Context: an optimization exercise on an open-source flow, tuned for small area and a short achievable clock period. The choices shown serve that exercise and are no tape-out recipe.
Function was checked by simulation only, so behaviour that the tests miss may differ from the original.
No activity file was given, so power comes from the tool's default toggle rates.

`flow/design.v`:
```
module paintr_core (
	input  logic         clk,
	input  logic         rst,
	input  logic         step,
	input  logic [7:0]   pos_x,
	input  logic [7:0]   pos_y,
	input  logic         sw_save,
	input  logic         sw_load,
	input  logic [639:0] ram_q,
	input  logic         fb_rdata,
	output logic [8:0]   ram_addr,
	output logic [639:0] ram_data,
	output logic         ram_wren,
	output logic [18:0]  fb_waddr,
	output logic         fb_wdata,
	output logic [18:0]  fb_raddr,
	output logic [7:0]   VGA_R,
	output logic [7:0]   VGA_G,
	output logic [7:0]   VGA_B,
	output logic         VGA_BLANK_N,
	output logic         VGA_CLK,
	output logic         VGA_HS,
	output logic         VGA_SYNC_N,
	output logic         VGA_VS
);
	logic [10:0] cx, cy;
	always_ff @(posedge clk) begin
		if (rst) begin
			cx <= 11'd0;
			cy <= 11'd0;
		end else if (step) begin
			if (pos_x > 8'h30) cx <= pos_x[7] ? cx - 11'd1 : cx + 11'd1;
			if (pos_y > 8'h30) cy <= pos_y[7] ? cy + 11'd1 : cy - 11'd1;
		end
	end
	logic f_l1, f_l0, f_h1, f_h0;
	logic cx_inc, cx_dec;
	assign cx_inc = step & (pos_x > 8'h30) & ~pos_x[7];
	assign cx_dec = step & (pos_x > 8'h30) & pos_x[7];
	always_ff @(posedge clk) begin
		if (rst) begin
			f_l1 <= 1'b0;
			f_l0 <= 1'b1;
			f_h1 <= 1'b0;
			f_h0 <= 1'b1;
		end else if (cx_inc) begin
			f_l1 <= (cx[6:0] == 7'h7e);
			f_l0 <= f_l1;
			f_h1 <= f_l1 ? (cx[10:7] == 4'd14) : f_h1;
			f_h0 <= f_l1 ? (cx[10:7] == 4'd15) : f_h0;
		end else if (cx_dec) begin
			f_l1 <= f_l0;
			f_l0 <= (cx[6:0] == 7'd1);
			f_h1 <= f_l0 ? (cx[10:7] == 4'd0) : f_h1;
			f_h0 <= f_l0 ? (cx[10:7] == 4'd1) : f_h0;
		end
	end
	logic [9:0] load_x;
	logic [8:0] load_y;
	logic       color, act, wrap;
	logic [639:0] q_sh;    
	assign q_sh = {1'b0, ram_q[639:1]};
	logic [7:0]  s0, s1;
	logic [9:0]  s2;
	logic [79:0] g1;
	logic [9:0]  g2;
	logic        q_mux;
	always_comb begin
		for (int k = 0; k < 8; k++)  s1[k] = (load_x[5:3] == k);
		for (int k = 0; k < 10; k++) s2[k] = (load_x[9:6] == k);
		for (int h = 0; h < 80; h++) g1[h] = |(q_sh[8*h +: 8] & s0);
		for (int m = 0; m < 10; m++) g2[m] = |(g1[8*m +: 8] & s1);
		q_mux = |(g2 & s2);
	end
	logic row_end, all_done, upd;
	assign row_end  = act & ~wrap & (load_x == 10'd638);          
	assign all_done = act & wrap & (load_y == 9'd478);            
	assign upd      = ~row_end & ~all_done;
	always_ff @(posedge clk) begin
		if (rst) s0 <= 8'd1;
		else if (sw_load & upd) s0 <= (act & ~wrap) ? {s0[6:0], s0[7]} : 8'd1;
	end
	always_ff @(posedge clk) begin
		if (rst) begin
			load_x <= 10'd0;
			load_y <= 9'd0;
			color  <= 1'b0;
		end else if (sw_load & upd) begin
			load_x <= (act & ~wrap) ? load_x + 10'd1 : 10'd0;
			load_y <= act ? (wrap ? load_y + 9'd1 : load_y) : 9'd0;
			color  <= (act & ~wrap) ? q_mux : ram_q[0];
		end
	end
	always_ff @(posedge clk) begin
		if (rst | ~sw_load) begin
			act  <= 1'b0;
			wrap <= 1'b0;
		end else begin
			act  <= 1'b1;
			if (row_end) wrap <= 1'b1;
			else if (upd) wrap <= 1'b0;
		end
	end
	logic [10:0] x, y;
	assign x = sw_load ? {1'b0, load_x} : cx;
	assign y = sw_load ? {2'b0, load_y} : cy;
	logic [8:0]   write_addr;
	logic [639:0] data;
	logic         eq_l, eq_c, en;
	logic [8:0]   wa_nx, ly_nx;
	logic [10:0]  cy_nx;
	assign wa_nx = (rst | ~sw_save) ? 9'd0 : y[8:0];
	assign ly_nx = rst ? 9'd0 : (sw_load & upd) ? (act ? (wrap ? load_y + 9'd1 : load_y) : 9'd0) : load_y;
	assign cy_nx = rst ? 11'd0 : (step & (pos_y > 8'h30)) ? (pos_y[7] ? cy + 11'd1 : cy - 11'd1) : cy;
	always_ff @(posedge clk) begin
		eq_l <= (wa_nx == ly_nx);
		eq_c <= ({2'b00, wa_nx} == cy_nx);
	end
	assign en   = sw_save & ~rst & (sw_load ? eq_l : eq_c);
	logic [19:0] rsel;
	logic [31:0] csel;
	always_comb begin
		for (int j = 0; j < 20; j++) rsel[j] = en & (x[10:5] == j);
		for (int k = 0; k < 32; k++) csel[k] = (x[4:0] == k);
	end
	always_ff @(posedge clk) begin
		for (int i = 0; i < 640; i++)
			data[i] <= (data[i] & en) | (rsel[i >> 5] & csel[i & 31]);
	end
	always_ff @(posedge clk) begin
		if (rst | ~sw_save) write_addr <= 9'd0;
		else                write_addr <= y[8:0];
	end
	assign ram_data = data;
	assign ram_wren = sw_save;
	assign ram_addr = sw_load ? (act ? load_y : 9'd0) : (sw_save ? write_addr : 9'd500);
	logic [11:0] ac, al;
	logic        mx, my, cx_c;
	assign mx   = step & (pos_x > 8'h30);
	assign my   = step & (pos_y > 8'h30);
	assign cx_c = (cx_dec & f_l0) | (cx_inc & f_l1);
	logic [5:0]  dxr;      
	logic        cy_w;
	assign dxr  = f_l1 ? (f_h1 ? 6'h31 : 6'd1) : f_l0 ? (f_h0 ? 6'd15 : 6'h3f) : 6'd0;
	assign cy_w = my & (pos_y[7] ? (cy == 11'h7ff) : (cy == 11'd0));
	logic [5:0]  kd [6];   
	logic [6:0]  ks [6];
	logic [5:0]  klo [6];
	logic [5:0]  kup, kdn;
	always_comb begin
		kd[0] = 6'd0;        kd[1] = 6'd5;         kd[2] = 6'h3b;
		kd[3] = dxr;
		kd[4] = f_l1 ? (f_h1 ? 6'h36 : 6'd6)  : f_l0 ? (f_h0 ? 6'd20 : 6'd4)  : 6'd5;
		kd[5] = f_l1 ? (f_h1 ? 6'h2c : 6'h3c) : f_l0 ? (f_h0 ? 6'd10 : 6'h3a) : 6'h3b;
		for (int k = 0; k < 6; k++) begin
			ks[k]  = {1'b0, ac[5:0]} + {1'b0, kd[k]};
			klo[k] = ks[k][5:0];
			kup[k] = ks[k][6] & ~kd[k][5];
			kdn[k] = ~ks[k][6] & kd[k][5];
		end
	end
	logic        yu, yd;
	assign yu = my & pos_y[7];
	assign yd = my & ~pos_y[7];
	logic [7:0]  kv [6];   
	logic [7:0]  kx, k0, kk;
	always_comb
		for (int k = 0; k < 6; k++) kv[k] = {klo[k], kup[k], kdn[k]};
	assign k0 = yu ? kv[1] : yd ? kv[2] : kv[0];
	assign kx = yu ? kv[4] : yd ? kv[5] : kv[3];
	assign kk = cx_c ? kx : k0;
	logic [5:0]  ac_up, ac_dn, ac_hi, ac_lo;
	logic        sel_up, sel_dn;
	assign ac_up  = ac[11:6] + 6'd1;
	assign ac_dn  = ac[11:6] - 6'd1;
	assign {ac_lo, sel_up, sel_dn} = kk;
	assign ac_hi  = sel_up ? ac_up : sel_dn ? ac_dn : ac[11:6];
	always_ff @(posedge clk) begin
		if (rst) ac <= 12'd0;
		else     ac <= {ac_hi[5] ^ cy_w, ac_hi[4:0], ac_lo};
	end
	always_ff @(posedge clk) begin
		if (rst) al <= 12'd0;
		else if (sw_load & upd) begin
			if (~act) al <= 12'd0;
			else if (wrap | (load_x[6:0] == 7'h7f)) al <= al + 12'd1;
		end
	end
	assign fb_waddr = sw_load ? {al, load_x[6:0]} : {ac, cx[6:0]};
	assign fb_wdata = sw_load ? color : 1'b1;
	logic [10:0] hcount;
	logic [9:0]  vcount;
	logic        eol, eof, blank, pixel;
	assign eol = (hcount == 11'd1599);
	assign eof = (vcount == 10'd524);
	logic [10:0] hnext;
	logic [9:0]  vnext;
	logic [11:0] ra;       
	logic        hs, vs;
	assign hnext = eol ? 11'd0 : hcount + 11'd1;
	assign vnext = eol ? (eof ? 10'd0 : vcount + 10'd1) : vcount;
	always_ff @(posedge clk) begin
		if (rst) begin
			hcount <= 11'd0;
			vcount <= 10'd0;
			ra     <= 12'd0;
			hs     <= 1'b1;
			vs     <= 1'b1;
		end else begin
			hcount <= hnext;
			vcount <= vnext;
			if (eol)                      ra <= eof ? 12'd0 : ra - 12'd1;
			else if (hcount[7:0] == 8'hff) ra <= ra + 12'd1;
			hs <= !((hnext[10:7] == 4'b1010) & (hnext[6] | hnext[5]));
			vs <= !(vnext[9:1] == 9'd245);
		end
	end
	assign VGA_HS = hs;
	assign VGA_VS = vs;
	assign VGA_SYNC_N = 1'b1;
	assign VGA_CLK = hcount[0];
	assign blank = (hcount[10] & (hcount[9] | hcount[8])) | vcount[9] | (vcount[8:5] == 4'b1111);
	assign fb_raddr = {ra, hcount[7:1]};
	always_ff @(posedge clk) begin
		if (rst) begin
			pixel <= 1'b0;
			VGA_BLANK_N <= 1'b0;
		end else if (hcount[0]) begin
			pixel <= fb_rdata;
			VGA_BLANK_N <= ~blank;
		end
	end
	assign VGA_R = {8{pixel}};
	assign VGA_G = {8{pixel}};
	assign VGA_B = {8{pixel}};
endmodule
```
`flow/flow/run.sh`:
```
#!/bin/bash
# Standard ORFS layout (the standard.sh), with two layout choices added to
# config.mk: port buffers use the smallest buffer cell, and pins may sit on
# adjacent routing tracks so that a smaller die still holds all 1370 ports.
set -euo pipefail
cat flow/extra.mk >> config.mk
bash standard.sh > standard.log 2>&1
```
`flow/flow/extra.mk`:
```
export BUFFER_PORTS_ARGS = -buffer_cell sky130_fd_sc_hd__buf_1
export PLACE_PINS_ARGS = -min_distance 1 -min_distance_in_tracks
```
`flow/standard.sh`:
```
#!/bin/bash
# synth_recipe.tcl (not shown) runs the flow's synth.tcl, then flattens the netlist and writes it again
# the make line also repeats each setting of config.mk as NAME=value (left out here)
make -C /OpenROAD-flow-scripts/flow DESIGN_CONFIG=/design/flow/config.mk WORK_HOME=/design/flow/orfs CLKGATE_MAP_FILE= SYNTH_SCRIPT=/design/flow/synth_recipe.tcl "${@:-finish}"
```
`flow/config.mk`:
```
export PLATFORM = sky130hd
export DESIGN_NAME = paintr_core
export DESIGN_NICKNAME = paintr_core
export VERILOG_FILES = /design/flow/design.v
export SDC_FILE = /design/flow/constraint.sdc
export NUM_CORES = 4
export LEC_CHECK = 0
export CAP_MARGIN = 20
export CORE_AREA = 5 5 355 355
export CTS_BUF_LIST = sky130_fd_sc_hd__clkbuf_8
export CTS_CLUSTER_DIAMETER = 60
export CTS_CLUSTER_SIZE = 20
export DIE_AREA = 0 0 360 360
export SETUP_SLACK_MARGIN = 3.3
export SLEW_MARGIN = 20
export BUFFER_PORTS_ARGS = -buffer_cell sky130_fd_sc_hd__buf_1
export PLACE_PINS_ARGS = -min_distance 1 -min_distance_in_tracks
```
`flow/constraint.sdc`:
```
create_clock -name core_clock -period 6.5 [get_ports {clk}]
set_input_delay 1.3000 -clock core_clock [delete_from_list [all_inputs] [get_ports {clk}]]
set_output_delay 1.3000 -clock core_clock [all_outputs]
set_load 0.01 [all_outputs]
```
==> notes.md, run 1 <==
initial antenna violation count=just over 50; Int Pwr=about 6.7 mW; synth top area cells=dfxtp_1, a22o_1, a22oi_1; Die ar.=around 0.13 mm^2; endpoints failing setup=0; Die Ht=roughly 360 um; Clock Tree Root=clkbuf_8; register area share after synthesis=48.0%; Pwr Density=roughly 220 mW/mm^2; fin crit share=a little over half; CTS tree=built; utilization after layout=between 30 and 40%; Post-CTS Hold Fix Bufs=0; IO Count=between 1000 and 1500; FFs w/ async S/R, synth=0%; Rows=128; Placer Congestion=between 1 and 1.5; drt initial violations=roughly 3500; critical path's top delay family=buffers and inverters; crit path kind=in2out; vias in the first global route=roughly 33000; synthesized area=roughly 0.032 mm^2; CP required=5200 ps; Nets=5333; Avg Cell Area, Syn=~9.5 um^2; placed cell count=around 6000; Post-synth EDFFs=0; number of synthesized register bits=roughly 770; I/O Buffers=1378; post-DP HPWL=126000 um; largest net degree at the start of global routing=~230; Clock transition at path regs=~60 ps; drt total wl=between 150000 and 200000 um; Slew Viols, Final=0; gr usage total=24.6%; status=complete, no violations; GR Overflow Total=0; CP endpoint kind=output port; Via density=roughly 5.5; Final ANT Viol Nets=0; CP Data Arrival Time=~2200 ps; first-pass GRT wire length=about 240000 um; hold path depth=2; Synth area leader=dfxtp_1; Cell Chain, Critical Path=clkbuf_16, buf_12, buf_16, a32o_2, buf_6; post-layout min period=approximately 3500 ps; Switching Fraction=29.1%; Worst-Skew Late Latency=760 ps; Slew HR=15.6%; Crit path depth=5; Vias=around 35000; Slew @ Worst Pin=between 1000 and 1500 ps; Reg2Reg Depth=8; Hold Vio Cnt, Final=0; CP bufs+invs=4; clk_skew=roughly 97 ps; Pre-Repair DR Iteration Count=6; final design area excluding fillers=roughly 0.042 mm^2; Psw=about 2.8 mW; XOR/XNOR Fraction of Synth Area=between 2 and 2.5%; Hold Worst Slack=about 460 ps; startpoint types=primary input; Reg power frac=51.0%; Final Instance Count excl. Fillers=6352; TritonCTS buffer count=72; core area=roughly 0.12 mm^2; CP max stage cell=a32o_2; CTS Buffer Depth=3; worst vdd ir=about 140 uV; # fillers=roughly 13000; Synth Flop Type=dfxtp_1; layout cells sized above 1=approximately a tenth; post-synthesis adder-cell area fraction=approximately 2.0%; Ys Warns=5; initial core utilization=26.3%; Cell variety after synth=slightly above 80; DP Area=0.0387 mm^2; post-synth top area share=48.0%; Die Wd=360 um; clk sinks=roughly 770; post-synthesis cell count=between 3000 and 4000; mux share of post-synthesis cell area=1.07%; Peak Freq=288 MHz; Post-Syn Nets=approximately 4100; setup TNS=0 ps; H-tree depth=3; drt wl/cell=between 20 and 30 um; LEAKAGE=roughly 14 nW; crit path max fanout=8; largest family of logic cells by synthesized area=compound AO/OA/AOI/OAI gates; RSZ-0062 raised after global routing=yes; max cap viols=0; Comb pwr share=about an eighth; Synth Area in Compound Gates=between 30% and 40%; Synth Area in Simple Gates=approximately 11%; # DRC=0; slowest stage delay, CP=about 270 ps; clock power share=between 30% and 40%; Area growth, synth to finish=31.5%; HP Class=reg2reg
final cells by class:
| class | instances | area [um^2] | share of cell area, % |
|---|---|---|---|
| multi-input combinational | 2238 | 15900 | 37.7 |
| sequential | 768 | 15400 | 36.6 |
| timing repair buffer | 1485 | 6610 | 15.7 |
| tap | 1625 | 2030 | 4.83 |
| clock buffer | 75 | 1030 | 2.45 |
| clock inverter | 58 | 746 | 1.77 |
| inverter | 57 | 249 | 0.592 |
| antenna | 46 | 115 | 0.274 |
worst paths after layout:
| check | startpoint | end | slack, ps |
|---|---|---|---|
| worst min-delay path | data[506] | data[506] | 460 |
| worst max-delay path | sw_load | ram_addr[3] | 3030 |
| worst min register to register | data[506] | data[506] | 460 |
| worst max register to register | s0[0] | color | 3390 |
repair_timing:
item | in CTS | in global routing
resized for setup | 129 | 76
cloned | 10 | 9
pin swaps | 9 | 15
endpoints found under the setup margin | 582 | 510
setup buffers | 18 | 20
metrics by stage:
stage,setup WS (ps),power [mW]
after floorplan,2900,5.53
after global placement,1910,5.90
after detailed placement,1930,5.91
after CTS,3030,9.49
after global routing,3010,9.83
final,3030,9.47
layer usage:
layer / up-vias / global-route usage [%] / routed length (um)
met5: - / 0 / 51
met4: 8 / 19.4 / 15900
met1: 16900 / 29.8 / 68800
met3: 680 / 6.77 / 15900
li1: 15200 / - / -
met2: 2183 / 36.8 / 74900
power by group through the flow:
stage | sequential, mW | combinational (mW) | clock [mW]
6_report | 4.83 | 1.11 | 3.53
5_1_grt | 4.84 | 1.21 | 3.78
4_1_cts | 4.83 | 1.05 | 3.61
3_5_place_dp | 4.93 | 0.983 | 0
3_3_place_gp | 4.93 | 0.975 | 0
2_1_floorplan | 4.89 | 0.630 | 0
cells in the final DEF, fill, tap and decap left out, types with 36 or more instances in the layout:
master	netlist	routed
diode_2	0	46
o21ai_0	185	169
xnor2_1	40	40
nand3_1	56	52
nand4_1	79	79
a21oi_1	89	85
clkbuf_8	0	76
buf_1	26	1346
nor2_2	1	36
a22oi_1	306	305
buf_4	33	74
nand2_1	286	278
inv_1	51	45
a22o_1	528	528
dfxtp_1	768	752
ha_1	44	42
xor2_1	39	39
nor2_1	217	167
tightest hold or removal path, delay by kind of cell, from the launching register on:
kind | cells | cell delay [ps]
DFF | 1 | 320
AOI/OAI and AO/OA | 1 | 60
and+or+nand+nor | 1 | 40
Yosys cell counts, types with 18 or more instances:
cell type  number
dfxtp_1       768
a22o_1        528
a22oi_1       306
nand2_1       286
clkbuf_1      251
nor2_1        217
o21ai_0       185
a21oi_1        89
nand4_1        79
nand3_1        56
inv_1          51
ha_1           44
xnor2_1        40
xor2_1         39
buf_4          33
nor3_1         29
buf_1          26
a41oi_1        22
mux2i_1        22
nor2b_1        21
a221oi_1       19
and3_1         18
cells by family (layout without fill, tap and decap cells):
kind of cell	after synthesis	count (layout)
AO/OA/AOI/OAI	1288	1289
XOR/XNOR	80	80
adder cells (fa/ha/maj)	49	49
buffers and inverters	384	1675
flip-flops	768	768
multiplexers	33	33
other	1	47
AND/OR/NAND/NOR	777	786
registers in the layout, indices dropped and copies added, names as in the netlist, 10 cells and up:
register	flops
load_x	10
cy	11
hcount	11
ra	12
ac	12
al	12
data	640
cx	11
vcount	10
==> run 2, diff against run 1 <==
--- a/flow/config.mk
+++ b/flow/config.mk
@@ -7,7 +7,7 @@
 export LEC_CHECK = 0
 export CAP_MARGIN = 20
 export CORE_AREA = 5 5 355 355
-export CTS_BUF_LIST = sky130_fd_sc_hd__clkbuf_8
+export CTS_BUF_LIST = sky130_fd_sc_hd__clkbuf_8 sky130_fd_sc_hd__clkbuf_16
 export CTS_CLUSTER_DIAMETER = 60
 export CTS_CLUSTER_SIZE = 20
 export DIE_AREA = 0 0 360 360
==> notes.md, run 2 <==
Post-Syn Nets=4091 (unchanged); fin crit share=53.4% (about the same); Clock transition at path regs=70 ps (was 60 ps); Reg2Reg Depth=8 (unchanged); CP required=5200 ps (about the same); Hold Vio Cnt, Final=0 (unchanged); hold path depth=2 (unchanged); Area growth, synth to finish=34.8% (was 31.5%); Nets=5353 (was 5333); Final Instance Count excl. Fillers=6374 (was 6352); number of synthesized register bits=768 (unchanged); layout cells sized above 1=10.0% (was 9.63%); crit path kind=in2out (unchanged); first-pass GRT wire length=240000 um (was 238000 um); drt initial violations=3667 (was 3545); most common cell after layout, fill and taps aside=buf_1 (unchanged); Placer Congestion=1.03 (unchanged); Synth top cells by count=dfxtp_1, a22o_1, a22oi_1 (unchanged); Die Wd=360 um (unchanged); Die ar.=0.130 mm^2 (unchanged); Post-CTS Hold Fix Bufs=0 (unchanged); clk sinks=768 (unchanged); max cap viols=0 (unchanged); Largest Register=data (unchanged); clk_skew=66.5 ps (was 97.0 ps); Post-synth EDFFs=0 (unchanged); post-DP HPWL=126000 um (unchanged); Slew @ Worst Pin=1110 ps (was 1260 ps); Slew Viols, Final=0 (unchanged); IO Count=1380 (unchanged); worst vdd ir=264 uV (was 140 uV); drt wl/cell=27.5 um (was 27.6 um); CP endpoint kind=output port (unchanged); Pwr Density=246 mW/mm^2 (was 225 mW/mm^2); synthesized area=0.0320 mm^2 (unchanged); drt total wl=175000 um (about the same); Synth area leader=dfxtp_1 (unchanged); Pwr Total=10.6 mW (was 9.47 mW); startpoint types=primary input (unchanged); Ys Warns=5 (unchanged); Via density=5.50 (was 5.51); HP Class=reg2reg (unchanged); vias in the first global route=32800 (was 32600); Cell Chain, Critical Path=clkbuf_16, buf_12, buf_16, a32o_2, buf_6 (unchanged); FFs w/ async S/R, synth=0% (unchanged); Final ANT Viol Nets=0 (unchanged); register area share after synthesis=48.0% (unchanged); Crit path depth=5 (unchanged); CP bufs+invs=4 (unchanged); CP max stage cell=a32o_2 (unchanged); gr usage total=24.9% (was 24.6%); Vias=35000 (about the same); Rows=128 (unchanged); initial antenna violation count=51 (unchanged); CP Data Arrival Time=2170 ps (about the same); I/O Buffers=1378 (unchanged); TritonCTS buffer count=72 (unchanged); commonest non-fill, non-tap cells in the layout=buf_1, dfxtp_1, a22o_1 (unchanged); crit path max fanout=8 (unchanged); Clock Tree Root=clkbuf_16 (was clkbuf_8); Die Ht=360 um (unchanged); largest net degree at the start of global routing=117 (was 232); GR Overflow Total=0 (unchanged); synth top area cells=dfxtp_1, a22o_1, a22oi_1 (unchanged); Pre-Repair DR Iteration Count=6 (unchanged); RSZ-0062 raised after global routing=yes (unchanged); Avg Cell Area, Syn=9.47 um^2 (unchanged); endpoints failing setup=0 (unchanged); Slew HR=25.8% (was 15.6%); CTS Buffer Depth=3 (unchanged); CTS tree=built (unchanged); H-tree depth=3 (unchanged); initial core utilization=26.3% (unchanged); placed cell count=6115 (unchanged); post-synthesis cell count=3380 (unchanged); Worst-Skew Late Latency=660 ps (was 760 ps); post-synth top area share=48.0% (unchanged); # DRC=0 (unchanged); critical path's top delay family=buffers and inverters (unchanged); Cell variety after synth=81 (unchanged); status=complete, no violations (unchanged); core area=0.122 mm^2 (unchanged); slowest stage delay, CP=270 ps (about the same); setup TNS=0 ps (unchanged); Synth Flop Type=dfxtp_1 (unchanged); post-layout min period=3470 ps (about the same); LEAKAGE=15.0 nW (was 14.5 nW); max reg flops=640 (unchanged); Peak Freq=288 MHz (about the same); count leader, synth=dfxtp_1 (unchanged)
==> run 2: final timing paths <==
kind	startpoint	to	slack [ps]
worst max-delay path	sw_load	ram_addr[3]	3030
worst min-delay path	data[444]	data[444]	450
worst max register to register	s0[3]	color	3400
worst min register to register	data[444]	data[444]	450
==> run 2: cell families (layout without fill, tap and decap cells) <==
| kind of cell | Yosys count | count (layout) | share of synthesized area (%) |
|---|---|---|---|
| fa+ha+maj | 49 | 49 | 2.03 |
| buf+inv | 384 | 1695 | 5.00 |
| mux | 33 | 33 | 1.07 |
| flops | 768 | 768 | 48.0 |
| other cells | 1 | 49 | 0.0117 |
| simple gates | 777 | 786 | 11.1 |
| xor+xnor | 80 | 80 | 2.21 |
| compound gates | 1288 | 1289 | 30.5 |
==> run 2: repair_timing <==
action | in CTS | in global routing
endpoints found under the setup margin | 606 | 428
cloned | 15 | 4
pin swaps | 13 | 22
buffers inserted | 20 | 38
gates resized for setup | 151 | 69
==> run 2: worst register-to-register path: stages, from the launching register on <==
cell and delay [ps]:
dfxtp_4 490, buf_4 430, a22oi_1 770, a41oi_1 260, a21oi_1 200, a22o_1 160, nand3_1 90, a32oi_1 410
o32ai_1 160
==> run 2: per-layer routing <==
layer	vias up	routed length, um	GRT usage [%]
met5	-	54	0
met4	8	16000	19.7
met3	669	15000	6.86
met2	2118	75100	37.4
met1	16900	69100	30.0
li1	15300	-	-
==> run 2: final cells by class <==
class / instances / area (um^2)
Sequential cell: 768 / 15400
Fill cell: 12700 / 78600
Tap cell: 1625 / 2030
Inverter: 57 / 248
Clock buffer: 75 / 1840
Clock inverter: 58 / 796
Antenna cell: 48 / 120
Multi-Input combinational cell: 2238 / 15900
Timing Repair Buffer: 1505 / 6790
==> run 2: report_power, final <==
group,switching [mW],leakage (nW),total (mW),internal [mW]
Combinational,0.680,7.49,1.13,0.446
Clock,2.15,1.28,4.67,2.52
Sequential,0.0871,6.20,4.83,4.74
==> run 2: through the flow <==
step | hold slack (ps) | util, % | setup WS, ps | cell area, um^2
final | 454 | 35.4 | 3030 | 43100
after global routing | 475 | 35.4 | 3010 | 43100
after CTS | 457 | 34.8 | 3020 | 42400
after detailed placement | 440 | 31.8 | 1930 | 38700
after global placement | 433 | 31.8 | 1910 | 38700
after floorplan | 406 | - | 2900 | 32300
==> run 3, diff against run 2 <==
--- a/flow/config.mk
+++ b/flow/config.mk
@@ -6,11 +6,11 @@
 export NUM_CORES = 4
 export LEC_CHECK = 0
 export CAP_MARGIN = 20
-export CORE_AREA = 5 5 355 355
+export CORE_AREA = 5 5 295 295
 export CTS_BUF_LIST = sky130_fd_sc_hd__clkbuf_8 sky130_fd_sc_hd__clkbuf_16
 export CTS_CLUSTER_DIAMETER = 60
 export CTS_CLUSTER_SIZE = 20
-export DIE_AREA = 0 0 360 360
+export DIE_AREA = 0 0 300 300
 export SETUP_SLACK_MARGIN = 3.3
 export SLEW_MARGIN = 20
 export BUFFER_PORTS_ARGS = -buffer_cell sky130_fd_sc_hd__buf_1
==> notes.md, run 3 <==
initial antenna violation count=46 (was 51); Cell variety after synth=81 (unchanged); post-synthesis adder-cell area fraction=2.03% (unchanged); Largest Register=data (unchanged); Die Ht=300 um (was 360 um); max reg flops=640 (unchanged); clk_skew=53.1 ps (was 66.5 ps); # DRC=0 (unchanged); number of synthesized register bits=768 (unchanged); Clock transition at path regs=70 ps (about the same); LEAKAGE=14.7 nW (was 15.0 nW); FFs w/ async S/R, synth=0% (unchanged); post-synth top area share=48.0% (unchanged); Peak Freq=292 MHz (was 288 MHz); Synth top cells by count=dfxtp_1, a22o_1, a22oi_1 (unchanged); count leader, synth=dfxtp_1 (unchanged); Worst-Skew Late Latency=660 ps (about the same); synth top area cells=dfxtp_1, a22o_1, a22oi_1 (unchanged); utilization after layout=49.8% (was 35.4%); Final ANT Viol Nets=0 (unchanged); endpoints failing setup=0 (unchanged); Pre-Repair DR Iteration Count=8 (was 6); register area share after synthesis=48.0% (unchanged); mux share of post-synthesis cell area=1.07% (unchanged); H-tree depth=2 (was 3); most common cell after layout, fill and taps aside=buf_1 (unchanged); Slew @ Worst Pin=1120 ps (was 1110 ps); met1 usage=40.4% (was 30.0%); drt initial violations=3520 (was 3667); busiest grt layer=met2 (unchanged); first-pass GRT wire length=219000 um (was 240000 um); Synth area leader=dfxtp_1 (unchanged); drt total wl=156000 um (was 175000 um); Slew HR=24.9% (was 25.8%); Via density=5.94 (was 5.50); CP Data Arrival Time=2130 ps (was 2170 ps); CTS tree=built (unchanged); CP endpoint kind=output port (unchanged); setup TNS=0 ps (unchanged); post-DP HPWL=114000 um (was 126000 um); Synth Area in Simple Gates=11.1% (unchanged); final design area excluding fillers=0.0416 mm^2 (was 0.0431 mm^2); fin crit share=52.7% (was 53.4%); Area growth, synth to finish=30.1% (was 34.8%); IO Count=1380 (unchanged); Die ar.=0.0900 mm^2 (was 0.130 mm^2); DP Area=0.0380 mm^2 (was 0.0387 mm^2); RSZ-0062 raised after global routing=yes (unchanged); Synth Area in Compound Gates=30.5% (unchanged); core area=0.0836 mm^2 (was 0.122 mm^2); initial core utilization=38.3% (was 26.3%); Clock Tree Root=clkbuf_16 (unchanged); Pwr Density=239 mW/mm^2 (was 246 mW/mm^2); crit path max fanout=7 (was 8); gr usage total=31.8% (was 24.9%); Slew Viols, Final=0 (unchanged); TritonCTS buffer count=59 (was 72); max cap viols=0 (unchanged); startpoint types=primary input (unchanged); crit path kind=in2out (unchanged); Post-Syn Nets=4091 (unchanged); commonest non-fill, non-tap cells in the layout=buf_1, dfxtp_1, a22o_1 (unchanged); XOR/XNOR Fraction of Synth Area=2.21% (unchanged); I/O Buffers=1378 (unchanged); CTS Buffer Depth=3 (unchanged); GR Overflow Total=0 (unchanged); CP required=5200 ps (about the same); Hold Vio Cnt, Final=0 (unchanged); largest family of logic cells by synthesized area=compound AO/OA/AOI/OAI gates (unchanged); layout cells sized above 1=8.95% (was 10.0%); Rows=106 (was 128); GR Util met2=45.7% (was 37.4%); M3 GR Usage=11.5% (was 6.86%); Avg Cell Area, Syn=9.47 um^2 (unchanged); HP Class=reg2reg (unchanged); vias in the first global route=31500 (was 32800); Post-synth EDFFs=0 (unchanged); worst vdd ir=168 uV (was 264 uV); post-synthesis cell count=3380 (unchanged); largest net degree at the start of global routing=219 (was 117); Ys Warns=5 (unchanged); Synth Flop Type=dfxtp_1 (unchanged); drt wl/cell=27.1 um (was 27.5 um); Die Wd=300 um (was 360 um); Vias=34300 (was 35000); status=complete, no violations (unchanged); Placer Congestion=1.11 (was 1.03); clk sinks=768 (unchanged); Nets=5331 (was 5353); Hold Worst Slack=454 ps (about the same); post-layout min period=3430 ps (was 3470 ps); synthesized area=0.0320 mm^2 (unchanged)
run 3: cell types whose count changed in the layout (fill, tap and decap cells not counted), sizes merged:
cell	previous run	this run
clkbuf	79	67
clkinv	22	12
inv	78	69
bufinv	8	7
clkinvlp	7	5
buf	1499	1497
diode	48	38
o31ai	4	3
nor2	227	220
run 3: final timing paths:
check / start / end / slack, ps / cells after the start
max: sw_load / fb_waddr[0] / 3070 / 6
min: data[441] / data[441] / 450 / 2
max reg2reg: s0[6] / color / 3260 / 9
min reg2reg: data[441] / data[441] / 450 / 2
run 3: worst max-delay path, stage by stage:
cell	delay, ps
clkbuf_16	160
buf_4	160
clkinv_8	60
a21boi_4	220
inv_2	80
buf_6	140
run 3: stage by stage:
step	setup WS [ps]	instances	power (mW)
floorplan	2900	3380	5.53
global placement	2080	5566	5.88
detailed placement	2080	5567	5.89
CTS	3070	5705	9.95
global route	3060	5766	10.3
finish	3070	5775	9.96
run 3: cell type report:
type / instances / area, um^2
Tap cell: 1080 / 1350
Clock inverter: 36 / 597
Clock buffer: 62 / 1520
Sequential cell: 768 / 15400
Multi-Input combinational cell: 2230 / 15700
Timing Repair Buffer: 1504 / 6740
Fill cell: 8027 / 41900
Antenna cell: 38 / 95.1
Inverter: 57 / 253
run 3: power by group:
part           leakage [nW]  internal [mW]  total [mW]  switching, mW
clock network          1.02           2.06        4.04           1.97
logic                  7.47          0.452        1.10          0.644
registers              6.20           4.74        4.83         0.0886
total                  14.7           7.26        9.96           2.70
run 3: logic make-up (layout without fill, tap and decap cells):
group           Yosys count  in the layout
compound gates         1288           1288
xor+xnor                 80             80
fa+ha+maj                49             49
buf+inv                 384           1659
flops                   768            768
mux                      33             33
other cells               1             39
simple gates            777            779
run 3: per-layer routing:
| metal | up-vias | wire length, um |
|---|---|---|
| li1 | 15300 | - |
| met1 | 16100 | 61500 |
| met2 | 2285 | 63500 |
| met3 | 585 | 18900 |
| met4 | 18 | 12200 |
| met5 | - | 171 |
run 3: timing repair:
action / 4_1_cts / 5_1_grt
gates cloned: 10 / 1
buffers inserted: 30 / 31
pin swaps: 17 / 27
hold buffers: 0 / 0
endpoints found under the setup margin: 539 / 465
gates resized for setup: 120 / 72
==> run 4, diff against run 3 <==
--- a/flow/config.mk
+++ b/flow/config.mk
@@ -6,11 +6,11 @@
 export NUM_CORES = 4
 export LEC_CHECK = 0
 export CAP_MARGIN = 20
-export CORE_AREA = 5 5 295 295
+export CORE_AREA = 5 5 325 325
 export CTS_BUF_LIST = sky130_fd_sc_hd__clkbuf_8 sky130_fd_sc_hd__clkbuf_16
 export CTS_CLUSTER_DIAMETER = 60
 export CTS_CLUSTER_SIZE = 20
-export DIE_AREA = 0 0 300 300
+export DIE_AREA = 0 0 330 330
 export SETUP_SLACK_MARGIN = 3.3
 export SLEW_MARGIN = 20
 export BUFFER_PORTS_ARGS = -buffer_cell sky130_fd_sc_hd__buf_1
==> notes.md, run 4 <==
Post-Syn Nets=4091 (unchanged); Via density=5.75 (was 5.94); count leader, synth=dfxtp_1 (unchanged); FF+latch area=0.0154 mm^2 (about the same); clock power share=43.5% (was 40.5%); Die Wd=330 um (was 300 um); vias in the first global route=32600 (was 31500); largest net degree at the start of global routing=182 (was 219); Worst-Skew Late Latency=670 ps (was 660 ps); FFs w/ async S/R, synth=0% (unchanged); HP Class=reg2reg (unchanged); r2r setup slk=3330 ps (was 3260 ps); post-synthesis cell count=3380 (unchanged); clk sinks=768 (unchanged); first-pass GRT wire length=232000 um (was 219000 um); register area share after synthesis=48.0% (unchanged); LEAKAGE=14.8 nW (was 14.7 nW); area of the multi-input gates=0.0157 mm^2 (about the same); H-tree depth=3 (was 2); post-DP HPWL=123000 um (was 114000 um); I/O Buffers=1378 (unchanged); Clock Tree Root=clkbuf_16 (unchanged); Synth area leader=dfxtp_1 (unchanged); number of synthesized register bits=768 (unchanged); Pre-Repair DR Iteration Count=6 (was 8); Pwr Density=248 mW/mm^2 (was 239 mW/mm^2); drt initial violations=3376 (was 3520); startpoint types=primary input (unchanged); Rows=117 (was 106); Reg power frac=46.0% (was 48.5%); Setup WS pre-CTS=1890 ps (was 2080 ps); initial antenna violation count=66 (was 46); commonest non-fill, non-tap cells in the layout=buf_1, dfxtp_1, a22o_1 (unchanged); drt total wl=169000 um (was 156000 um); gr usage total=28.7% (was 31.8%); Clock transition at path regs=60 ps (was 70 ps); worst vdd ir=210 uV (was 168 uV); final design area excluding fillers=0.0424 mm^2 (was 0.0416 mm^2); Slew @ Worst Pin=1130 ps (was 1120 ps); CP endpoint kind=output port (unchanged); Synth Flop Type=dfxtp_1 (unchanged); Ys Warns=5 (unchanged); Final ANT Viol Nets=0 (unchanged); Post-CTS Hold Fix Bufs=0 (unchanged); synthesized area=0.0320 mm^2 (unchanged); Hold Vio Cnt, Final=0 (unchanged); CP Data Arrival Time=2090 ps (was 2130 ps); TritonCTS buffer count=73 (was 59); status=complete, no violations (unchanged); clk_skew=49.6 ps (was 53.1 ps); # DRC=0 (unchanged); Psw=2.93 mW (was 2.70 mW); Slew HR=24.5% (was 24.9%); endpoints failing setup=0 (unchanged); max reg flops=640 (unchanged); Nets=5321 (was 5331); Die Ht=330 um (was 300 um); CTS tree=built (unchanged); layout cells sized above 1=9.33% (was 8.95%); Cell variety after synth=81 (unchanged); DP Area=0.0384 mm^2 (was 0.0380 mm^2); Switching Fraction=27.9% (was 27.1%); Largest Register=data (unchanged); # fillers=10300 (was 8027); fin crit share=52.1% (was 52.7%); crit path kind=in2out (unchanged); Vias=35100 (was 34300); Int Pwr=7.56 mW (was 7.26 mW); placed cell count=5860 (was 5567); Comb pwr share=10.5% (was 11.0%); synth top area cells=dfxtp_1, a22o_1, a22oi_1 (unchanged); Peak Freq=295 MHz (was 292 MHz); Placer Congestion=1.09 (was 1.11); IO Count=1380 (unchanged); drt wl/cell=27.8 um (was 27.1 um); GR Overflow Total=0 (unchanged); setup TNS=0 ps (unchanged); Die ar.=0.109 mm^2 (was 0.0900 mm^2); post-layout min period=3390 ps (was 3430 ps); crit path max fanout=7 (unchanged); RSZ-0062 raised after global routing=yes (unchanged); slack of the critical path=3110 ps (was 3070 ps); core area=0.102 mm^2 (was 0.0836 mm^2); CTS Buffer Depth=3 (unchanged); Post-synth EDFFs=0 (unchanged); Synth top cells by count=dfxtp_1, a22o_1, a22oi_1 (unchanged); Avg Cell Area, Syn=9.47 um^2 (unchanged); Slew Viols, Final=0 (unchanged); Area growth, synth to finish=32.3% (was 30.1%); post-synth top area share=48.0% (unchanged); max cap viols=0 (unchanged); CP required=5200 ps (about the same); most common cell after layout, fill and taps aside=buf_1 (unchanged); initial core utilization=31.5% (was 38.3%); Final Instance Count excl. Fillers=6096 (was 5775)
run 4: changes by cell type in the layout (fill, tap and decap cells not counted), moves of 10 or more:
cell / before / now
clkbuf_16: 62 / 78
nor2_2: 27 / 37
diode_2: 38 / 64
buf_4: 91 / 76
run 4: kinds of logic (layout without fill, tap and decap cells):
group	after synthesis	in the layout	synth area share [%]
adder cells (fa/ha/maj)	49	49	2.03
AND/OR/NAND/NOR	777	778	11.1
multiplexers	33	33	1.07
AO/OA/AOI/OAI	1288	1288	30.5
XOR/XNOR	80	80	2.21
buffers and inverters	384	1667	5.00
other	1	65	0.0117
flip-flops	768	768	48.0
run 4: worst paths after layout:
path,startpoint,end,cells past startpoint
min,data[486],data[486],2
max,sw_load,fb_waddr[17],4
min reg2reg,data[486],data[486],2
max reg2reg,s0[1],color,9
run 4: power groups by stage:
stage / combinational (mW) / sequential, mW / clock, mW
2_1_floorplan: 0.630 / 4.89 / 0
3_3_place_gp: 0.966 / 4.93 / 0
3_5_place_dp: 0.977 / 4.93 / 0
4_1_cts: 1.05 / 4.82 / 4.65
5_1_grt: 1.19 / 4.83 / 4.84
6_report: 1.10 / 4.82 / 4.57
run 4: worst max-delay path, cell delays in order:
cell and delay (ps):
clkbuf_16 170, buf_16 150, mux2_4 320, buf_6 130
run 4: metrics by stage:
stage          power, mW  utilization (%)  hold slack (ps)
6_report            10.5             41.6              450
5_1_grt             10.9             41.6              475
4_1_cts             10.5             41.1              457
3_5_place_dp        5.91             37.8              440
3_3_place_gp        5.89             37.7              433
2_1_floorplan       5.53                -              406
run 4: layout make-up:
class | instances | share of cell area, %
inverters | 57 | 0.588
repair buffers | 1481 | 15.5
flip-flops and latches | 768 | 36.3
clock buffers | 76 | 4.44
well taps | 1368 | 4.04
diodes | 64 | 0.378
multi-input cells | 2229 | 37.1
clock inverters | 53 | 1.67
run 4: metal layers:
metal | global-route usage [%] | vias to the layer above | wire (um)
met3 | 8.98 | 759 | 16500
met5 | 0.710 | - | 88
li1 | - | 15300 | -
met4 | 25.0 | 14 | 17700
met1 | 33.6 | 16800 | 62800
met2 | 42.3 | 2247 | 72300
run 4: repair_timing:
| action | 4_1_cts | 5_1_grt |
|---|---|---|
| endpoints found under the setup margin | 661 | 497 |
| gates cloned | 8 | 3 |
| buffers inserted | 19 | 13 |
| pin swaps | 5 | 14 |
| gates resized for setup | 144 | 66 |
==> run 5, diff against run 4 <==
--- a/flow/config.mk
+++ b/flow/config.mk
@@ -11,7 +11,8 @@
 export CTS_CLUSTER_DIAMETER = 60
 export CTS_CLUSTER_SIZE = 20
 export DIE_AREA = 0 0 330 330
-export SETUP_SLACK_MARGIN = 3.3
+export SETUP_SLACK_MARGIN = 3.5
 export SLEW_MARGIN = 20
+export TNS_END_PERCENT = 5
 export BUFFER_PORTS_ARGS = -buffer_cell sky130_fd_sc_hd__buf_1
 export PLACE_PINS_ARGS = -min_distance 1 -min_distance_in_tracks
==> notes.md, run 5 <==
status=complete, no violations (unchanged); Pre-Repair DR Iteration Count=8 (was 6); Critical R2R Launch=load_y[0] (was s0[1]); Area growth, synth to finish=32.9% (was 32.3%); Clock transition at path regs=70 ps (was 60 ps); Die ar.=0.109 mm^2 (unchanged); Nets=5365 (was 5321); CTS tree=built (unchanged); clk_skew=61.0 ps (was 49.6 ps); startpoint types=primary input (unchanged); Synth Flop Type=dfxtp_1 (unchanged); drt wl/cell=27.7 um (was 27.8 um); I/O Buffers=1378 (unchanged); hold_sp=data[432] (was data[486]); post-synth top area share=48.0% (unchanged); Clock Tree Root=clkbuf_16 (unchanged); CTS Buffer Depth=3 (unchanged); clk sinks=768 (unchanged); commonest non-fill, non-tap cells in the layout=buf_1, dfxtp_1, a22o_1 (unchanged); CP endpoint kind=output port (unchanged); layout cells sized above 1=9.94% (was 9.33%); count leader, synth=dfxtp_1 (unchanged); Hold Worst Slack=452 ps (was 450 ps); post-layout min period=3400 ps (was 3390 ps); critical path's top delay family=buffers and inverters (unchanged); max cap viols=0 (unchanged); Final ANT Viol Nets=0 (unchanged); Ys Warns=5 (unchanged); HP Class=reg2reg (unchanged); Placer Congestion=1.03 (was 1.09); # DRC=0 (unchanged); Die Wd=330 um (unchanged); IO Count=1380 (unchanged); drt total wl=169000 um (about the same); synth top area cells=dfxtp_1, a22o_1, a22oi_1 (unchanged); crit path kind=in2out (unchanged); core area=0.102 mm^2 (unchanged); Cell Chain, Critical Path=clkbuf_16, buf_12, buf_16, a32o_1, buf_2 (was clkbuf_16, buf_16, mux2_4, buf_6); Die Ht=330 um (unchanged); register area share after synthesis=48.0% (unchanged); Hold Vio Cnt, Final=0 (unchanged); # fillers=10200 (was 10300); Slew HR=5.86% (was 24.5%); Synth area leader=dfxtp_1 (unchanged); CP bufs+invs=4 (was 3); Pwr Density=239 mW/mm^2 (was 248 mW/mm^2); post-synthesis cell count=3380 (unchanged); GR Overflow Total=0 (unchanged); H-tree depth=3 (unchanged); Slew Viols, Final=0 (unchanged); Rows=117 (unchanged); most common cell after layout, fill and taps aside=buf_1 (unchanged); vias in the first global route=31800 (was 32600); Post-CTS Hold Fix Bufs=0 (unchanged); Worst-Skew Late Latency=660 ps (was 670 ps); endpoints failing setup=0 (unchanged); LEAKAGE=14.9 nW (was 14.8 nW); worst setup path startpoint=sw_load (unchanged); setup TNS=0 ps (unchanged); Largest Register=data (unchanged); Via density=5.74 (was 5.75); TritonCTS buffer count=66 (was 73); Avg Cell Area, Syn=9.47 um^2 (unchanged); RSZ-0062 raised after global routing=yes (unchanged); synthesized area=0.0320 mm^2 (unchanged); FFs w/ async S/R, synth=0% (unchanged); Slew @ Worst Pin=1400 ps (was 1130 ps); Cell variety after synth=81 (unchanged); slowest stage delay, CP=240 ps (was 320 ps); max reg flops=640 (unchanged); number of synthesized register bits=768 (unchanged); initial core utilization=31.5% (unchanged); largest net degree at the start of global routing=215 (was 182); first-pass GRT wire length=228000 um (was 232000 um); drt initial violations=3499 (was 3376); Vias=35000 (was 35100); CP Data Arrival Time=2100 ps (was 2090 ps); gr usage total=28.1% (was 28.7%); CP required=5200 ps (about the same); initial antenna violation count=21 (was 66); Post-synth EDFFs=0 (unchanged); Synth top cells by count=dfxtp_1, a22o_1, a22oi_1 (unchanged); CP max stage cell=a32o_1 (was mux2_4); Peak Freq=294 MHz (was 295 MHz); worst vdd ir=222 uV (was 210 uV); post-DP HPWL=121000 um (was 123000 um); fin crit share=52.3% (was 52.1%); crit path max fanout=8 (was 7); Post-Syn Nets=4091 (unchanged)
==> run 5: cell counts after synthesis <==
No cell type changed its count.
==> run 5: worst paths after layout <==
check / cells after the start / end / slack (ps)
worst min register to register: 2 / data[432] / 450
worst max-delay path: 5 / ram_addr[3] / 3100
worst min-delay path: 2 / data[432] / 450
worst max register to register: 9 / al[10] / 3390
==> run 5: layout make-up <==
cell class / instances / area, um^2 / share of cell area (%)
multi-input combinational: 2236 / 16000 / 37.5
sequential: 768 / 15400 / 36.2
timing repair buffer: 1525 / 6890 / 16.2
clock buffer: 72 / 1760 / 4.13
tap: 1368 / 1710 / 4.02
clock inverter: 40 / 507 / 1.19
inverter: 57 / 263 / 0.618
antenna: 20 / 50.0 / 0.118
==> run 5: worst reg2reg max path, delay by kind of cell, from the launching register on <==
family / cells / cell delay (ps)
buffers and inverters: 1 / 180
and+or+nand+nor: 6 / 1940
AOI/OAI and AO/OA: 1 / 150
adders and majority gates: 1 / 230
DFF: 1 / 550
==> run 5: layer usage <==
layer	vias up	wire [um]	global-route usage (%)	share of wire, %
li1	15300	-	-	-
met2	2094	68900	39.7	41
met1	16800	65600	34.9	39
met4	14	18400	24.8	11
met5	-	94	1.82	0.056
met3	767	15800	7.63	9.4
==> run 5: where the power goes <==
group	internal, mW	total [mW]	leakage [nW]	switching, mW
sequential	4.74	4.83	6.20	0.0882
combinational	0.465	1.15	7.59	0.682
clock	2.16	4.17	1.12	2.01
==> run 5: cells by family (layout without fill, tap and decap cells) <==
kind of cell	count (synthesis)	after routing	share of synthesized area [%]
AOI/OAI and AO/OA	1288	1289	30.5
xor gates and xnor gates	80	80	2.21
adders and majority gates	49	49	2.03
buffers and inverters	384	1694	5.00
DFF	768	768	48.0
muxes	33	33	1.07
other	1	21	0.0117
and+or+nand+nor	777	784	11.1
==> run 5: metrics by stage <==
stage	power (mW)	utilization, %	worst slack [ps]	std cells	cell area [um^2]
floorplan	5.53	-	2900	3380	32300
CTS	10.1	40.9	3020	6011	41600
global route	10.5	41.8	3080	6079	42500
detailed placement	5.91	37.7	1890	5865	38400
finish	10.1	41.8	3100	6086	42500
global placement	5.90	37.7	1920	5864	38400
==> run 5: what timing repair did <==
action	CTS	global route
endpoints found under the setup margin	705	689
resized for setup	127	108
pin swaps	11	44
setup buffers	24	48
gates cloned	10	7
==> run 6, diff against run 5 <==
--- a/flow/config.mk
+++ b/flow/config.mk
@@ -11,7 +11,7 @@
 export CTS_CLUSTER_DIAMETER = 60
 export CTS_CLUSTER_SIZE = 20
 export DIE_AREA = 0 0 330 330
-export SETUP_SLACK_MARGIN = 3.5
+export SETUP_SLACK_MARGIN = 3.1
 export SLEW_MARGIN = 20
 export TNS_END_PERCENT = 5
 export BUFFER_PORTS_ARGS = -buffer_cell sky130_fd_sc_hd__buf_1
==> notes.md, run 6 <==
status=complete, no violations (unchanged); # DRC=0 (unchanged); post-DP HPWL=128000 um (was 121000 um); layout cells sized above 1=6.34% (was 9.94%); CP endpoint kind=register (was output port); setup TNS=0 ps (unchanged); Vias=34600 (was 35000); CTS tree=built (unchanged); worst vdd ir=256 uV (was 222 uV); Reg2Reg Depth=8 (was 9); Nets=5272 (was 5365); vias in the first global route=31800 (about the same); initial core utilization=31.5% (unchanged); synthesized area=0.0320 mm^2 (unchanged); Pwr Density=239 mW/mm^2 (about the same); area of the multi-input gates=0.0153 mm^2 (was 0.0160 mm^2); met2 wire length=71700 um (was 68900 um); FFs w/ async S/R, synth=0% (unchanged); Hold Vio Cnt, Final=0 (unchanged); WHS Endpoint=data[438] (was data[432]); Synth area leader=dfxtp_1 (unchanged); Area growth, synth to finish=27.2% (was 32.9%); Rows=117 (unchanged); Placer Congestion=1.04 (was 1.03); critical path's top delay family=simple AND/OR/NAND/NOR gates (was buffers and inverters); Slew HR=22.0% (was 5.86%); Crit path depth=9 (was 5); Post-synth EDFFs=0 (unchanged); startpoint types=primary input (unchanged); Critical R2R Launch=load_x[3] (was load_y[0]); IO Count=1380 (unchanged); synth top area cells=dfxtp_1, a22o_1, a22oi_1 (unchanged); hold_sp=data[438] (was data[432]); Hold Worst Slack=453 ps (was 452 ps); crit path kind=in2reg (was in2out); Cell variety after synth=81 (unchanged); drt initial violations=3325 (was 3499); register area share after synthesis=48.0% (unchanged); Post-Syn Nets=4091 (unchanged); gr usage total=29.3% (was 28.1%); Synth Flop Type=dfxtp_1 (unchanged); # fillers=10600 (was 10200); crit path max fanout=32 (was 8); uppermost layer routed=met5 (unchanged); Clock Tree Root=clkbuf_16 (unchanged); slowest stage delay, CP=830 ps (was 240 ps); drt wl/cell=28.6 um (was 27.7 um); GR Overflow Total=0 (unchanged); Die Wd=330 um (unchanged); Pre-Repair DR Iteration Count=7 (was 8); Slew @ Worst Pin=1170 ps (was 1400 ps); max cap viols=0 (unchanged); Clock transition at path regs=80 ps (was 70 ps); initial antenna violation count=57 (was 21); Slew Viols, Final=0 (unchanged); Worst path most repeated cell=nor2_4; number of synthesized register bits=768 (unchanged); commonest non-fill, non-tap cells in the layout=buf_1, dfxtp_1, a22o_1 (unchanged); largest net degree at the start of global routing=251 (was 215); endpoints failing setup=0 (unchanged); post-synth top area share=48.0% (unchanged); CP bufs+invs=3 (was 4); I/O Buffers=1378 (unchanged); FF+latch area=0.0154 mm^2 (unchanged); post-layout min period=3580 ps (was 3400 ps); Largest Register=data (unchanged); CP max stage cell=nor2_4 (was a32o_1); Via density=5.74 (about the same); Die Ht=330 um (unchanged); hold path depth=2 (unchanged); clk sinks=768 (unchanged); LEAKAGE=14.0 nW (was 14.9 nW); M1 wire length=64200 um (was 65600 um); count leader, synth=dfxtp_1 (unchanged); CP Data Arrival Time=4200 ps (was 2100 ps); H-tree depth=2 (was 3); Final Instance Count excl. Fillers=6026 (was 6086); Peak Freq=279 MHz (was 294 MHz); Die ar.=0.109 mm^2 (unchanged); placed cell count=5852 (was 5865); CP required=7120 ps (was 5200 ps); TritonCTS buffer count=60 (was 66); met3 WL=15800 um (about the same); fin crit share=55.1% (was 52.3%); r2r setup slk=3210 ps (was 3390 ps); Ys Warns=5 (unchanged); Avg Cell Area, Syn=9.47 um^2 (unchanged); max reg flops=640 (unchanged); RSZ-0062 raised after global routing=yes (unchanged); clk_skew=65.4 ps (was 61.0 ps); HP Class=reg2reg (unchanged); Synth top cells by count=dfxtp_1, a22o_1, a22oi_1 (unchanged); Final ANT Viol Nets=0 (unchanged); Worst R2R End=al[4] (was al[10]); first-pass GRT wire length=235000 um (was 228000 um); most common cell after layout, fill and taps aside=buf_1 (unchanged); CTS Buffer Depth=3 (unchanged); Worst-Skew Late Latency=690 ps (was 660 ps); core area=0.102 mm^2 (unchanged); post-synthesis cell count=3380 (unchanged); drt total wl=173000 um (was 169000 um); Cell Chain, Critical Path=clkbuf_2, clkinv_1, buf_4, nand2_1, nor2_4, o21a_1, o21ai_0, nor2_4, a22o_1 (was clkbuf_16, buf_12, buf_16, a32o_1, buf_2)
-- run 6: cell counts after synthesis --
No cell type changed its count.
-- run 6: final cells by class --
cell class | count | share of cell area (%)
flip-flops and latches | 768 | 37.8
multi-input cells | 2231 | 37.7
repair buffers | 1443 | 14.3
well taps | 1368 | 4.20
clock buffers | 62 | 3.76
clock inverters | 43 | 1.31
inverters | 57 | 0.587
diodes | 54 | 0.332
-- run 6: what timing repair did --
item	CTS	global route
hold buffers	0	0
buffers inserted	6	4
resized for setup	62	10
setup endpoints to repair	659	408
pin swaps	2	3
gates cloned	4	1
-- run 6: cells by family after synthesis --
logic type | synth area share [%]
other | 0.0117
multiplexers | 1.07
AND/OR/NAND/NOR | 11.1
buffers and inverters | 5.00
XOR/XNOR | 2.21
AO/OA/AOI/OAI | 30.5
adder cells (fa/ha/maj) | 2.03
flip-flops | 48.0
-- run 6: per-layer routing --
metal	track usage (%)	vias up
met5	0.710	-
li1	-	15100
met3	8.54	784
met2	42.0	2097
met4	28.6	6
met1	34.5	16600
-- run 6: power breakdown --
group          internal, mW  switching, mW  leakage (nW)
Combinational         0.382          0.627          6.85
Sequential             4.74         0.0865          6.20
Clock                  1.89           1.99          1.00
-- run 6: worst max-delay path by stage --
| stage | start | end | slack [ps] |
|---|---|---|---|
| after floorplan | sw_load | fb_waddr[15] | 2900 |
| after global placement | sw_load | data[13] | 1950 |
| after detailed placement | sw_load | data[353] | 1950 |
| after CTS | pos_x[0] | ac[9] | 2940 |
| after global routing | rst | data[363] | 2750 |
| final | rst | data[321] | 2920 |
-- run 6: through the flow --
stage	total power, mW	area, um^2	setup WS (ps)	utilization, %
after detailed placement	5.89	38200	1950	37.5
final	9.71	40700	2920	40.0
after global placement	5.88	38100	1950	37.5
after global routing	10.1	40700	2750	40.0
after CTS	9.77	40500	2940	39.8
after floorplan	5.50	32100	2900	-
-- run 6: tightest hold or removal path, cell delays in order (launching register included) --
cell	delay, ps
dfxtp_1	330
nand2_1	40
o21ai_0	50
==> run 7, diff against run 6 <==
--- a/flow/config.mk
+++ b/flow/config.mk
@@ -11,7 +11,7 @@
 export CTS_CLUSTER_DIAMETER = 60
 export CTS_CLUSTER_SIZE = 20
 export DIE_AREA = 0 0 330 330
-export SETUP_SLACK_MARGIN = 3.1
+export SETUP_SLACK_MARGIN = 3.3
 export SLEW_MARGIN = 20
 export TNS_END_PERCENT = 5
 export BUFFER_PORTS_ARGS = -buffer_cell sky130_fd_sc_hd__buf_1
==> notes.md, run 7 <==
number of synthesized register bits=768 (unchanged); Largest Register=data (unchanged); Die Ht=330 um (unchanged); TritonCTS buffer count=61 (was 60); FF+latch area=0.0154 mm^2 (about the same); # fillers=10400 (was 10600); HP Class=reg2reg (unchanged); layout cells sized above 1=8.06% (was 6.34%); register area share after synthesis=48.0% (unchanged); Pre-Repair DR Iteration Count=8 (was 7); status=complete, no violations (unchanged); Rows=117 (unchanged); CTS Buffer Depth=3 (unchanged); CP max stage cell=a21boi_4 (was nor2_4); most common cell after layout, fill and taps aside=buf_1 (unchanged); Critical R2R Launch=s0[7] (was load_x[3]); XOR/XNOR Fraction of Synth Area=2.21% (unchanged); Synth Area in Compound Gates=30.5% (unchanged); largest net degree at the start of global routing=237 (was 251); Clock transition at path regs=70 ps (was 80 ps); GR Overflow Total=0 (unchanged); post-synthesis cell count=3380 (unchanged); Slew HR=19.9% (was 22.0%); Pwr Total=9.86 mW (was 9.71 mW); first-pass GRT wire length=240000 um (was 235000 um); Hold Vio Cnt, Final=0 (unchanged); area of the multi-input gates=0.0156 mm^2 (was 0.0153 mm^2); RSZ-0062 raised after global routing=yes (unchanged); initial antenna violation count=65 (was 57); LEAKAGE=14.4 nW (was 14.0 nW); clk_skew=66.7 ps (was 65.4 ps); Via density=5.73 (was 5.74); Nets=5309 (was 5272); Post-synth EDFFs=0 (unchanged); fin crit share=52.3% (was 55.1%); Die ar.=0.109 mm^2 (unchanged); CTS tree=built (unchanged); CP Data Arrival Time=2100 ps (was 4200 ps); placed cell count=5857 (was 5852); Final ANT Viol Nets=0 (unchanged); Synth area leader=dfxtp_1 (unchanged); CP required=5200 ps (was 7120 ps); max cap viols=0 (unchanged); Post-CTS Hold Fix Bufs=0 (unchanged); FFs w/ async S/R, synth=0% (unchanged); H-tree depth=2 (unchanged); post-synth top area share=48.0% (unchanged); CP endpoint kind=output port (was register); Cell Chain, Critical Path=clkbuf_16, nand2_1, a21boi_4, buf_6, inv_2, buf_6 (was clkbuf_2, clkinv_1, buf_4, nand2_1, nor2_4, o21a_1, o21ai_0, nor2_4, a22o_1); commonest non-fill, non-tap cells in the layout=buf_1, dfxtp_1, a22o_1 (unchanged); post-DP HPWL=131000 um (was 128000 um); largest family of logic cells by synthesized area=compound AO/OA/AOI/OAI gates (unchanged); Synth top cells by count=dfxtp_1, a22o_1, a22oi_1 (unchanged); clk sinks=768 (unchanged); Synth Flop Type=dfxtp_1 (unchanged); Avg Cell Area, Syn=9.47 um^2 (unchanged); setup TNS=0 ps (unchanged); Final Instance Count excl. Fillers=6063 (was 6026); Placer Congestion=1.05 (was 1.04); Post-Syn Nets=4091 (unchanged); Cell variety after synth=81 (unchanged); Peak Freq=294 MHz (was 279 MHz); drt total wl=177000 um (was 173000 um); startpoint types=primary input (unchanged); IO Count=1380 (unchanged); Worst path most repeated cell=buf_6 (was nor2_4); crit path kind=in2out (was in2reg); # DRC=0 (unchanged); Synth Area in Simple Gates=11.1% (unchanged); mux share of post-synthesis cell area=1.07% (unchanged); drt wl/cell=29.2 um (was 28.6 um); Clock Tree Root=clkbuf_16 (unchanged); drt initial violations=3387 (was 3325); crit path max fanout=6 (was 32); synth top area cells=dfxtp_1, a22o_1, a22oi_1 (unchanged); max reg flops=640 (unchanged); Slew Viols, Final=0 (unchanged); worst setup path startpoint=sw_load (was rst); slowest stage delay, CP=220 ps (was 830 ps); post-layout min period=3400 ps (was 3580 ps); hold_sp=data[432] (was data[438]); worst vdd ir=226 uV (was 256 uV); Pwr Density=237 mW/mm^2 (was 239 mW/mm^2); initial core utilization=31.5% (unchanged); gr usage total=30.1% (was 29.3%); Die Wd=330 um (unchanged); count leader, synth=dfxtp_1 (unchanged); Reg2Reg Depth=8 (unchanged); Ys Warns=5 (unchanged); I/O Buffers=1378 (unchanged); hold path depth=2 (unchanged); Area growth, synth to finish=29.8% (was 27.2%); post-synthesis adder-cell area fraction=2.03% (unchanged); core area=0.102 mm^2 (unchanged); vias in the first global route=32300 (was 31800); Worst-Skew Late Latency=700 ps (was 690 ps); endpoints failing setup=0 (unchanged); Slew @ Worst Pin=1200 ps (was 1170 ps); Vias=34800 (was 34600); synthesized area=0.0320 mm^2 (unchanged)
## run 7: cell counts after synthesis
No cell type changed its count.
## run 7: kinds of logic (layout without fill, tap and decap cells)
family | count (synthesis) | count (layout)
AO/OA/AOI/OAI | 1288 | 1289
buffers and inverters | 384 | 1641
XOR/XNOR | 80 | 80
AND/OR/NAND/NOR | 777 | 779
other | 1 | 56
multiplexers | 33 | 33
flip-flops | 768 | 768
adder cells (fa/ha/maj) | 49 | 49
## run 7: worst max-delay path, delay by kind of cell
family | cells | cell delay, ps
AOI/OAI and AO/OA | 1 | 220
buffers and inverters | 4 | 470
and+or+nand+nor | 1 | 90
## run 7: stage by stage
stage / instance area (um^2) / utilization (%) / hold WS, ps / setup WS (ps)
5_1_grt: 41500 / 40.8 / 483 / 3080
4_1_cts: 41000 / 40.3 / 457 / 3130
3_3_place_gp: 38200 / 37.6 / 432 / 1790
2_1_floorplan: 32200 / - / 406 / 2900
3_5_place_dp: 38300 / 37.6 / 440 / 1790
6_report: 41500 / 40.8 / 453 / 3100
## run 7: worst paths after layout
check / slack (ps) / endpoint
setup reg to reg: 3310 / color
hold / removal: 450 / data[432]
hold reg to reg: 450 / data[432]
setup / recovery: 3100 / fb_waddr[0]
## run 7: area by class of cell
| class | instances | share of cell area [%] |
|---|---|---|
| Antenna cell | 55 | 0.331 |
| Clock buffer | 64 | 3.77 |
| Clock inverter | 41 | 1.32 |
| Inverter | 57 | 0.602 |
| Multi-Input combinational cell | 2231 | 37.5 |
| Sequential cell | 768 | 37.1 |
| Tap cell | 1368 | 4.12 |
| Timing Repair Buffer | 1479 | 15.2 |
## run 7: what timing repair did
action,in CTS,in global routing
setup buffers,16,21
gates cloned,7,1
resized for setup,128,42
pin swaps,9,16
endpoints found under the hold margin,0,0
setup endpoints to repair,623,406
## run 7: power by group
| group | switching (mW) | internal, mW |
|---|---|---|
| Sequential | 0.0917 | 4.74 |
| Combinational | 0.648 | 0.430 |
| Clock | 1.99 | 1.97 |
## run 7: per-layer routing
layer  part of all wire, %  global-route usage, %
met4                    12                   28.6
met3                   8.6                   7.90
met5                 0.074                      0
met2                    42                   43.8
met1                    38                   35.7
==> run 8, diff against run 7 <==
--- a/flow/config.mk
+++ b/flow/config.mk
@@ -6,11 +6,11 @@
 export NUM_CORES = 4
 export LEC_CHECK = 0
 export CAP_MARGIN = 20
-export CORE_AREA = 5 5 325 325
+export CORE_AREA = 5 5 295 295
 export CTS_BUF_LIST = sky130_fd_sc_hd__clkbuf_8 sky130_fd_sc_hd__clkbuf_16
 export CTS_CLUSTER_DIAMETER = 60
 export CTS_CLUSTER_SIZE = 20
-export DIE_AREA = 0 0 330 330
+export DIE_AREA = 0 0 300 300
 export SETUP_SLACK_MARGIN = 3.3
 export SLEW_MARGIN = 20
 export TNS_END_PERCENT = 5
==> notes.md, run 8 <==
Synth Area in Compound Gates=30.5% (unchanged); Pre-Repair DR Iteration Count=6 (was 8); Reg2Reg Depth=13 (was 8); Critical R2R Launch=f_l1 (was s0[7]); synth top area cells=dfxtp_1, a22o_1, a22oi_1 (unchanged); largest family of logic cells by synthesized area=compound AO/OA/AOI/OAI gates (unchanged); Vias=34900 (was 34800); Slew Viols, Final=0 (unchanged); post-DP HPWL=118000 um (was 131000 um); fin crit share=53.6% (was 52.3%); Final ANT Viol Nets=0 (unchanged); FFs w/ async S/R, synth=0% (unchanged); r2r setup slk=3290 ps (was 3310 ps); crit path max fanout=6 (unchanged); post-synthesis adder-cell area fraction=2.03% (unchanged); LEAKAGE=14.5 nW (was 14.4 nW); core area=0.0836 mm^2 (was 0.102 mm^2); Synth area leader=dfxtp_1 (unchanged); clk sinks=768 (unchanged); Ys Warns=5 (unchanged); Clock transition at path regs=60 ps (was 70 ps); gr usage total=33.5% (was 30.1%); placed cell count=5570 (was 5857); status=complete, no violations (unchanged); Cell variety after synth=81 (unchanged); endpoints failing setup=0 (unchanged); crit path kind=in2out (unchanged); Die Ht=300 um (was 330 um); Die ar.=0.0900 mm^2 (was 0.109 mm^2); Worst R2R End=ac[9] (was color); Die Wd=300 um (was 330 um); WHS Endpoint=data[458] (was data[432]); Clock Tree Root=clkbuf_16 (unchanged); area of the multi-input gates=0.0155 mm^2 (was 0.0156 mm^2); I/O Buffers=1378 (unchanged); Synth Area in Simple Gates=11.1% (unchanged); Post-synth EDFFs=0 (unchanged); final design area excluding fillers=0.0413 mm^2 (was 0.0415 mm^2); HP Class=reg2reg (unchanged); Hold Vio Cnt, Final=0 (unchanged); synthesized area=0.0320 mm^2 (unchanged); count leader, synth=dfxtp_1 (unchanged); DP Area=0.0380 mm^2 (was 0.0383 mm^2); Largest Register=data (unchanged); commonest non-fill, non-tap cells in the layout=buf_1, dfxtp_1, a22o_1 (unchanged); max cap viols=0 (unchanged); H-tree depth=3 (was 2); CP Data Arrival Time=2180 ps (was 2100 ps); hold_sp=data[458] (was data[432]); # fillers=8161 (was 10400); TritonCTS buffer count=67 (was 61); drt total wl=164000 um (was 177000 um); worst vdd ir=221 uV (was 226 uV); GR Overflow Total=0 (unchanged); post-layout min period=3480 ps (was 3400 ps); Final Instance Count excl. Fillers=5757 (was 6063); most common cell after layout, fill and taps aside=buf_1 (unchanged); Worst-Skew Late Latency=670 ps (was 700 ps); CTS tree=built (unchanged); post-synth top area share=48.0% (unchanged); number of synthesized register bits=768 (unchanged); initial core utilization=38.3% (was 31.5%); Avg Cell Area, Syn=9.47 um^2 (unchanged); RSZ-0062 raised after global routing=yes (unchanged); Slew HR=24.7% (was 19.9%); Slew @ Worst Pin=1120 ps (was 1200 ps); IO Count=1380 (unchanged); Post-Syn Nets=4091 (unchanged); Synth Flop Type=dfxtp_1 (unchanged); CP required=5200 ps (about the same); Placer Congestion=1.00 (was 1.05)
-- run 8: cell count changes in the layout (fill, tap and decap cells not counted), moves of 5 or more --
cell and delta:
dfxtp_2 +7, dfxtp_4 -5, buf_4 -9, diode_2 -29, buf_2 -6, buf_6 -8
nor2_1 +6, o21ai_2 +5, clkbuf_16 +6, nor2_4 +7, nor2_2 -10, buf_1 +17
buf_12 +8
-- run 8: final cells by class --
class                           count  area share, %
Antenna cell                       26          0.158
Clock buffer                       69           4.13
Clock inverter                     44           1.58
Inverter                           57          0.594
Multi-Input combinational cell   2234           37.6
Sequential cell                   768           37.3
Tap cell                         1080           3.27
Timing Repair Buffer             1479           15.3
-- run 8: what timing repair did --
| item | in CTS | in global routing |
|---|---|---|
| gates cloned | 7 | 3 |
| hold buffers | 0 | 0 |
| endpoints found under the setup margin | 673 | 632 |
| pin swaps | 10 | 16 |
| buffers inserted | 19 | 19 |
| resized for setup | 90 | 43 |
-- run 8: worst max-delay path by stage --
| stage | end | slack, ps | from | depth (start not counted) |
|---|---|---|---|---|
| after global routing | fb_waddr[1] | 3000 | sw_load | 7 |
| after global placement | data[606] | 1940 | sw_load | 7 |
| after CTS | eq_c | 3030 | pos_y[7] | 12 |
| final | fb_waddr[1] | 3020 | sw_load | 7 |
| after detailed placement | data[212] | 1880 | sw_load | 8 |
| after floorplan | fb_waddr[15] | 2900 | sw_load | 6 |
-- run 8: metal layers --
layer | track usage, % | wire length, um | vias to the layer above | part of all wire, %
met3 | 11.7 | 18900 | 631 | 12
met4 | 24.7 | 14500 | 10 | 8.8
met2 | 45.6 | 64100 | 2262 | 39
met5 | 0 | 65 | - | 0.040
li1 | - | - | 15200 | -
met1 | 43.6 | 66200 | 16800 | 40
-- run 8: worst max-delay path, stage by stage --
cell	delay (ps)
clkbuf_16	150
buf_16	160
nand2_4	60
a21boi_4	180
buf_6	140
inv_6	40
buf_8	130
-- run 8: logic make-up after synthesis --
logic type | after synthesis
multiplexers | 33
XOR/XNOR | 80
AO/OA/AOI/OAI | 1288
flip-flops | 768
other | 1
AND/OR/NAND/NOR | 777
adder cells (fa/ha/maj) | 49
buffers and inverters | 384
-- run 8: per-stage QoR --
stage | hold WS [ps] | power [mW] | setup WS [ps] | utilization [%]
2_1_floorplan | 406 | 5.51 | 2900 | -
4_1_cts | 457 | 10.2 | 3030 | 48.9
3_5_place_dp | 441 | 5.89 | 1880 | 45.4
6_report | 456 | 10.2 | 3020 | 49.4
3_3_place_gp | 432 | 5.89 | 1940 | 45.4
5_1_grt | 479 | 10.5 | 3000 | 49.4
-- run 8: power breakdown --
group | switching [mW] | internal, mW
Sequential | 0.0851 | 4.74
Clock | 2.13 | 2.14
Combinational | 0.647 | 0.413

Check on run 8: ideal ports give 3.017 ns setup slack; a clkbuf_16 on the clock port and buf_2 on the inputs give 2.918 ns; moving port delays by the midpoint clock arrival (0.698 ns) as well gives 2.473 ns.
